Context: an optimization exercise on an open-source flow, tuned for small area and a short achievable clock period. The choices shown serve that exercise and are no tape-out recipe.

==> inputs of run M <==
// bf16_mac_tree
module bf16_mac_tree (
    input clk,
    input reset,
    input [15:0] in0, in1, in2, in3,
    input [15:0] in4, in5, in6, in7,
    input [15:0] in8, in9, in10, in11,
    input [15:0] in12, in13, in14, in15,
    output reg [15:0] out
);
==> module adder_bf16, before the edit <==
module adder_bf16 (
    input  [15:0] A,
    input  [15:0] B,
    output [15:0] S
);
    wire       sa = A[15];
    wire       sb = B[15];
    wire [7:0] ea = A[14:7];
    wire [7:0] eb = B[14:7];
    wire ma  = &ea;
    wire mb  = &eb;
    wire nfa = |A[6:0];
    wire nfb = |B[6:0];
    wire na  = ma & nfa;
    wire nb  = mb & nfb;
    wire ia  = ma & ~nfa;
    wire ib  = mb & ~nfb;
    wire nan_out = na | nb | (ia & ib & (sa ^ sb));
    wire inf_out = ia | ib;
    wire sinf    = ia ? sa : sb;
    wire [15:0] gc;
    assign gc[0] = 1'b1;
    genvar i;
    generate
        for (i = 0; i < 15; i = i + 1) begin : cmp
            assign gc[i+1] = (A[i] & ~B[i]) | (A[i] & gc[i]) | (~B[i] & gc[i]);
        end
    endgenerate
    wire agb = gc[15];
    wire [14:0] big  = agb ? A[14:0] : B[14:0];
    wire [14:0] sml  = agb ? B[14:0] : A[14:0];
    wire        sbig = agb ? sa : sb;
    wire [7:0]  eg   = big[14:7];
    wire [7:0]  es   = sml[14:7];
    wire [7:0] d;
    wire [8:0] dc;
    assign dc[0] = 1'b1;
    generate
        for (i = 0; i < 8; i = i + 1) begin : ds
            assign d[i]    = eg[i] ^ ~es[i] ^ dc[i];
            assign dc[i+1] = (eg[i] & ~es[i]) | (eg[i] & dc[i]) | (~es[i] & dc[i]);
        end
    endgenerate
    wire [9:0] xs = {|es, sml[6:0], 2'b00};
    wire [9:0] xb = {|eg, big[6:0], 2'b00};
    wire [9:0] ys = (|d[7:4]) ? 10'd0 : (xs >> d[3:0]);
    wire       op = sa ^ sb;
    wire [9:0] yo = ys ^ {10{op}};
    wire [10:0] sc;
    wire [10:0] sum;
    assign sc[0] = op;
    generate
        for (i = 0; i < 10; i = i + 1) begin : ad
            assign sum[i]  = xb[i] ^ yo[i] ^ sc[i];
            assign sc[i+1] = (xb[i] & yo[i]) | (xb[i] & sc[i]) | (yo[i] & sc[i]);
        end
    endgenerate
    assign sum[10] = sc[10] & ~op;
    wire        z8 = ~|sum[10:3];
    wire [10:0] v1 = z8 ? {sum[2:0], 8'b0} : sum;
    wire        z4 = ~|v1[10:7];
    wire [10:0] v2 = z4 ? {v1[6:0], 4'b0} : v1;
    wire        z2 = ~|v2[10:9];
    wire [10:0] v3 = z2 ? {v2[8:0], 2'b0} : v2;
    wire        z1 = ~v3[10];
    wire [10:0] v4 = z1 ? {v3[9:0], 1'b0} : v3;
    wire [3:0]  lz = {z8, z4, z2, z1};
    wire [8:0] u = 9'd1 - {5'b0, lz};
    wire [8:0] ex;
    wire [9:0] xc;
    assign xc[0] = 1'b0;
    generate
        for (i = 0; i < 9; i = i + 1) begin : xa
            wire g = (i < 8) ? eg[i] : 1'b0;
            assign ex[i]   = g ^ u[i] ^ xc[i];
            assign xc[i+1] = (g & u[i]) | (g & xc[i]) | (u[i] & xc[i]);
        end
    endgenerate
    wire zero = ~|sum;
    wire uf   = ex[8] | ~|ex[7:0];
    wire of   = &ex[7:0];
    assign S = nan_out ? 16'h7F81 :
               inf_out ? {sinf, 8'hFF, 7'b0} :
               zero    ? {sa & sb, 15'b0} :
               uf      ? {sbig, 15'b0} :
               of      ? {sbig, 8'hFF, 7'b0} :
                         {sbig, ex[7:0], v4[9:3]};
endmodule
==> module bf16_mac_tree, before the edit <==
module bf16_mac_tree (
    input clk,
    input reset,
    input [15:0] in0, in1, in2, in3,
    input [15:0] in4, in5, in6, in7,
    input [15:0] in8, in9, in10, in11,
    input [15:0] in12, in13, in14, in15,
    output reg [15:0] out
);
    wire [15:0] prod[0:7];
    wire [15:0] sum[0:3];
    reg  [15:0] sum_reg[0:3];
    wire [15:0] s4, s5, final_sum;
    multiplier_bf16 m0 (.A(in0),  .B(in1),  .P(prod[0]));
    multiplier_bf16 m1 (.A(in2),  .B(in3),  .P(prod[1]));
    multiplier_bf16 m2 (.A(in4),  .B(in5),  .P(prod[2]));
    multiplier_bf16 m3 (.A(in6),  .B(in7),  .P(prod[3]));
    multiplier_bf16 m4 (.A(in8),  .B(in9),  .P(prod[4]));
    multiplier_bf16 m5 (.A(in10), .B(in11), .P(prod[5]));
    multiplier_bf16 m6 (.A(in12), .B(in13), .P(prod[6]));
    multiplier_bf16 m7 (.A(in14), .B(in15), .P(prod[7]));
    adder_bf16 a0 (.A(prod[0]), .B(prod[1]), .S(sum[0]));
    adder_bf16 a1 (.A(prod[2]), .B(prod[3]), .S(sum[1]));
    adder_bf16 a2 (.A(prod[4]), .B(prod[5]), .S(sum[2]));
    adder_bf16 a3 (.A(prod[6]), .B(prod[7]), .S(sum[3]));
    reg live;
    always @(posedge clk) begin
        sum_reg[0] <= sum[0];
        sum_reg[1] <= sum[1];
        sum_reg[2] <= sum[2];
        sum_reg[3] <= sum[3];
    end
    always @(posedge clk or posedge reset) begin
        if (reset) live <= 1'b0;
        else       live <= 1'b1;
    end
    adder_bf16 a4 (.A(sum_reg[0]), .B(sum_reg[1]), .S(s4));
    adder_bf16 a5 (.A(sum_reg[2]), .B(sum_reg[3]), .S(s5));
    adder_bf16 a6 (.A(s4), .B(s5), .S(final_sum));
    always @(posedge clk or posedge reset) begin
        if (reset)
            out <= 16'b0;
        else
            out <= live ? final_sum : 16'b0;
    end
endmodule
==> flow/config.mk <==
export PLATFORM = sky130hd
export DESIGN_NAME = bf16_mac_tree
export DESIGN_NICKNAME = bf16_mac_tree
export VERILOG_FILES = /design/flow/design.v
export SDC_FILE = /design/flow/constraint.sdc
export NUM_CORES = 4
export LEC_CHECK = 0
export CAP_MARGIN = 20
export CORE_MARGIN = 2
export CORE_UTILIZATION = 40
export SLEW_MARGIN = 20
==> flow/constraint.sdc <==
create_clock -name core_clock -period 46.0 [get_ports {clk}]
set_input_delay 9.2000 -clock core_clock [delete_from_list [all_inputs] [get_ports {clk}]]
set_output_delay 9.2000 -clock core_clock [all_outputs]
set_load 0.01 [all_outputs]
standard.sh (not shown) runs the stock make flow with config.mk's settings and CLKGATE_MAP_FILE= SYNTH_SCRIPT=/design/flow/synth_recipe.tcl, a recipe that flattens the netlist after the stock synthesis.
==> flow/flow/run.sh <==
#!/bin/bash
# Own layout flow: the standard flow, with an area-oriented ABC mapping and
# full-adder extraction only (no half adders) in the otherwise standard synthesis.
set -euo pipefail
W=$(pwd)
F=$W/flow
cat > $W/my_synth.tcl <<EOT
proc abc {args} {
  set i [lsearch -exact \$args -script]
  if {\$i >= 0} { set args [lreplace \$args [expr {\$i+1}] [expr {\$i+1}] $F/area.abc] }
  yosys abc {*}\$args
}
proc extract_fa {args} { yosys extract_fa -fa }
source $W/synth_recipe.tcl
EOT
bash standard.sh SYNTH_SCRIPT=$W/my_synth.tcl synth > $W/synth.log 2>&1
bash standard.sh > $W/layout.log 2>&1
==> flow/flow/area.abc <==
strash
dch
map -a
==> run G (differences from run M) <==
--- a/flow/design.v
+++ b/flow/design.v
@@ -177,32 +177,36 @@
     wire nan_out = na | nb | (ia & ib & (sa ^ sb));
     wire inf_out = ia | ib;
     wire sinf    = ia ? sa : sb;
-    wire [15:0] gc;
-    assign gc[0] = 1'b1;
+    wire [7:0] t;
+    wire [8:0] tc;
+    assign tc[0] = 1'b0;
     genvar i;
     generate
-        for (i = 0; i < 15; i = i + 1) begin : cmp
-            assign gc[i+1] = (A[i] & ~B[i]) | (A[i] & gc[i]) | (~B[i] & gc[i]);
-        end
-    endgenerate
-    wire agb = gc[15];
-    wire [14:0] big  = agb ? A[14:0] : B[14:0];
-    wire [14:0] sml  = agb ? B[14:0] : A[14:0];
-    wire        sbig = agb ? sa : sb;
-    wire [7:0]  eg   = big[14:7];
-    wire [7:0]  es   = sml[14:7];
-    wire [7:0] d;
-    wire [8:0] dc;
-    assign dc[0] = 1'b1;
-    generate
-        for (i = 0; i < 8; i = i + 1) begin : ds
-            assign d[i]    = eg[i] ^ ~es[i] ^ dc[i];
-            assign dc[i+1] = (eg[i] & ~es[i]) | (eg[i] & dc[i]) | (~es[i] & dc[i]);
-        end
-    endgenerate
-    wire [9:0] xs = {|es, sml[6:0], 2'b00};
-    wire [9:0] xb = {|eg, big[6:0], 2'b00};
-    wire [9:0] ys = (|d[7:4]) ? 10'd0 : (xs >> d[3:0]);
+        for (i = 0; i < 8; i = i + 1) begin : td
+            assign t[i]    = ea[i] ^ ~eb[i] ^ tc[i];
+            assign tc[i+1] = (ea[i] & ~eb[i]) | (ea[i] & tc[i]) | (~eb[i] & tc[i]);
+        end
+    endgenerate
+    wire ce = tc[8];
+    wire ee = &t;                       
+    wire [7:0] fc;
+    assign fc[0] = 1'b1;
+    generate
+        for (i = 0; i < 7; i = i + 1) begin : fcmp
+            assign fc[i+1] = (A[i] & ~B[i]) | (A[i] & fc[i]) | (~B[i] & fc[i]);
+        end
+    endgenerate
+    wire agb = ce | (ee & fc[7]);       
+    wire [6:0] fbig = agb ? A[6:0] : B[6:0];
+    wire [6:0] fsml = agb ? B[6:0] : A[6:0];
+    wire       hsml = agb ? |eb : |ea;
+    wire       sbig = agb ? sa : sb;
+    wire [7:0] eg   = ce ? ea : eb;
+    wire [9:0] xb = {|eg, fbig, 2'b00};
+    wire [9:0] xs = {hsml, fsml, 2'b00};
+    wire [9:0] xp = ce ? {1'b0, xs[9:1]} : xs;
+    wire [7:0] sh = t ^ {8{~ce}};
+    wire [9:0] ys = (|sh[7:4]) ? 10'd0 : (xp >> sh[3:0]);
     wire       op = sa ^ sb;
     wire [9:0] yo = ys ^ {10{op}};
     wire [10:0] sc;
@@ -252,12 +256,12 @@
     input [15:0] in4, in5, in6, in7,
     input [15:0] in8, in9, in10, in11,
     input [15:0] in12, in13, in14, in15,
-    output reg [15:0] out
+    output [15:0] out
 );
-    wire [15:0] prod[0:7];
-    wire [15:0] sum[0:3];
-    reg  [15:0] sum_reg[0:3];
-    wire [15:0] s4, s5, final_sum;
+    wire [15:0] prod [0:7];
+    reg  [15:0] prod_r [0:7];
+    wire [15:0] sum [0:5];
+    reg  [15:0] s4_r, s5_r;
     multiplier_bf16 m0 (.A(in0),  .B(in1),  .P(prod[0]));
     multiplier_bf16 m1 (.A(in2),  .B(in3),  .P(prod[1]));
     multiplier_bf16 m2 (.A(in4),  .B(in5),  .P(prod[2]));
@@ -266,28 +270,31 @@
     multiplier_bf16 m5 (.A(in10), .B(in11), .P(prod[5]));
     multiplier_bf16 m6 (.A(in12), .B(in13), .P(prod[6]));
     multiplier_bf16 m7 (.A(in14), .B(in15), .P(prod[7]));
-    adder_bf16 a0 (.A(prod[0]), .B(prod[1]), .S(sum[0]));
-    adder_bf16 a1 (.A(prod[2]), .B(prod[3]), .S(sum[1]));
-    adder_bf16 a2 (.A(prod[4]), .B(prod[5]), .S(sum[2]));
-    adder_bf16 a3 (.A(prod[6]), .B(prod[7]), .S(sum[3]));
     reg live;
     always @(posedge clk) begin
-        sum_reg[0] <= sum[0];
-        sum_reg[1] <= sum[1];
-        sum_reg[2] <= sum[2];
-        sum_reg[3] <= sum[3];
+        prod_r[0] <= prod[0]; prod_r[1] <= prod[1];
+        prod_r[2] <= prod[2]; prod_r[3] <= prod[3];
+        prod_r[4] <= prod[4]; prod_r[5] <= prod[5];
+        prod_r[6] <= prod[6]; prod_r[7] <= prod[7];
     end
     always @(posedge clk or posedge reset) begin
         if (reset) live <= 1'b0;
         else       live <= 1'b1;
     end
-    adder_bf16 a4 (.A(sum_reg[0]), .B(sum_reg[1]), .S(s4));
-    adder_bf16 a5 (.A(sum_reg[2]), .B(sum_reg[3]), .S(s5));
-    adder_bf16 a6 (.A(s4), .B(s5), .S(final_sum));
+    adder_bf16 a0 (.A(prod_r[0]), .B(prod_r[1]), .S(sum[0]));
+    adder_bf16 a1 (.A(prod_r[2]), .B(prod_r[3]), .S(sum[1]));
+    adder_bf16 a2 (.A(prod_r[4]), .B(prod_r[5]), .S(sum[2]));
+    adder_bf16 a3 (.A(prod_r[6]), .B(prod_r[7]), .S(sum[3]));
+    adder_bf16 a4 (.A(sum[0]), .B(sum[1]), .S(sum[4]));
+    adder_bf16 a5 (.A(sum[2]), .B(sum[3]), .S(sum[5]));
     always @(posedge clk or posedge reset) begin
-        if (reset)
-            out <= 16'b0;
-        else
-            out <= live ? final_sum : 16'b0;
+        if (reset) begin
+            s4_r <= 16'b0;
+            s5_r <= 16'b0;
+        end else begin
+            s4_r <= live ? sum[4] : 16'b0;
+            s5_r <= live ? sum[5] : 16'b0;
+        end
     end
+    adder_bf16 a6 (.A(s4_r), .B(s5_r), .S(out));
 endmodule
==> flow/flow/run.sh (replaced) <==
#!/bin/bash
# Own layout flow: the standard flow with three changes.
#  - Synthesis keeps the module hierarchy until the final flatten (SYNTH_HIERARCHICAL=1),
#    maps with the ABC script flow/area.abc, and extracts full-adder
#    cells only inside multiplier_bf16 (no half adders, no adder cells elsewhere).
#  - Port buffers are sky130_fd_sc_hd__buf_1.
# Each step's full output goes to its own log in this folder.
set -euo pipefail
W=$(pwd)
F=$W/flow
cat > $W/my_synth.tcl <<EOT
proc abc {args} {
  set i [lsearch -exact \$args -script]
  if {\$i >= 0} { set args [lreplace \$args [expr {\$i+1}] [expr {\$i+1}] $F/area.abc] }
  yosys abc {*}\$args
}
proc extract_fa {args} { yosys extract_fa -fa multiplier_bf16 }
source $W/synth_recipe.tcl
EOT
bash standard.sh SYNTH_SCRIPT=$W/my_synth.tcl SYNTH_HIERARCHICAL=1 synth > $W/synth.log 2>&1
bash standard.sh "BUFFER_PORTS_ARGS=-buffer_cell sky130_fd_sc_hd__buf_1" > $W/layout.log 2>&1
==> flow/flow/area.abc (replaced) <==
strash
dc2
dch
map -D 7000
--- a/flow/config.mk
+++ b/flow/config.mk
@@ -8,4 +8,5 @@
 export CAP_MARGIN = 20
 export CORE_MARGIN = 2
 export CORE_UTILIZATION = 40
+export CTS_BUF_LIST = sky130_fd_sc_hd__clkbuf_4 sky130_fd_sc_hd__clkbuf_8
 export SLEW_MARGIN = 20
==> comparison <==
Of run G and run M, run G has the higher design area (gap about 1.8%, measured against run M). Clock skew: run G is higher than run M (6.5 ps). Of run M and run G, run G has the higher wire length (gap about 2.8%, measured against run G). Between run M and run G, the lower utilization is in run G (gap 2.4 points).
==> figures <==
TritonCTS buffer count: run G 17; run M 9
Critical Path RT: run G 36800 ps; run M 46270 ps
Floorplan Core Area: run G 87970 sq um; run M 81980 sq um
CP Max Fanout: run G 32; run M 45
Async SR Flop Fraction: run G 0.2050; run M 0.2099
Root buf cell: run G clkbuf_8; run M clkbuf_16
# H-tree levels: run G 4; run M 3
Signal buffers share of area: run G 0.02736; run M 0.07466
Mux contribution to synthesized area: run G 0.001981; run M 0.004839
Number of global-route vias before repair: run G 34990; run M 32730
Worst r2r dst: run G s5_r[1]; run M out[0]
Outcome: run G complete, no violations; run M complete, no violations
Number of synthesized register bits: run G 161; run M 81
Function was not checked in any run of this note: the RTL went through the layout flow alone.

static timing again, ports no longer ideal:
In the flow no input, the clock included, has a driving cell. The finished layouts below were timed again as built, in two steps. Step 1 assumes that a clkbuf_16 drives the clock port and a buf_2 every other input. Step 2 moves the port delays by t, midway between the first and last clock arrival at a register: inputs arrive t later, outputs are due t later. That takes back most of the time a late clock gives input paths. Three values: no drivers, after step 1, after step 2; two values: the first two.
| run | t, ns | setup WS [ns] | cell pins on the clock port's net |
|---|---|---|---|
| run M | 0.404 | 10.832 / 10.858 / 10.454 | 1 |
| run G | 0.602 | 25.693 / 25.627 / 26.229 | 1 |
After both steps every run listed still meets setup and hold. The setup slack of run M, which loses most, moves by +0.026 ns with the drivers and by -0.378 ns with both steps.
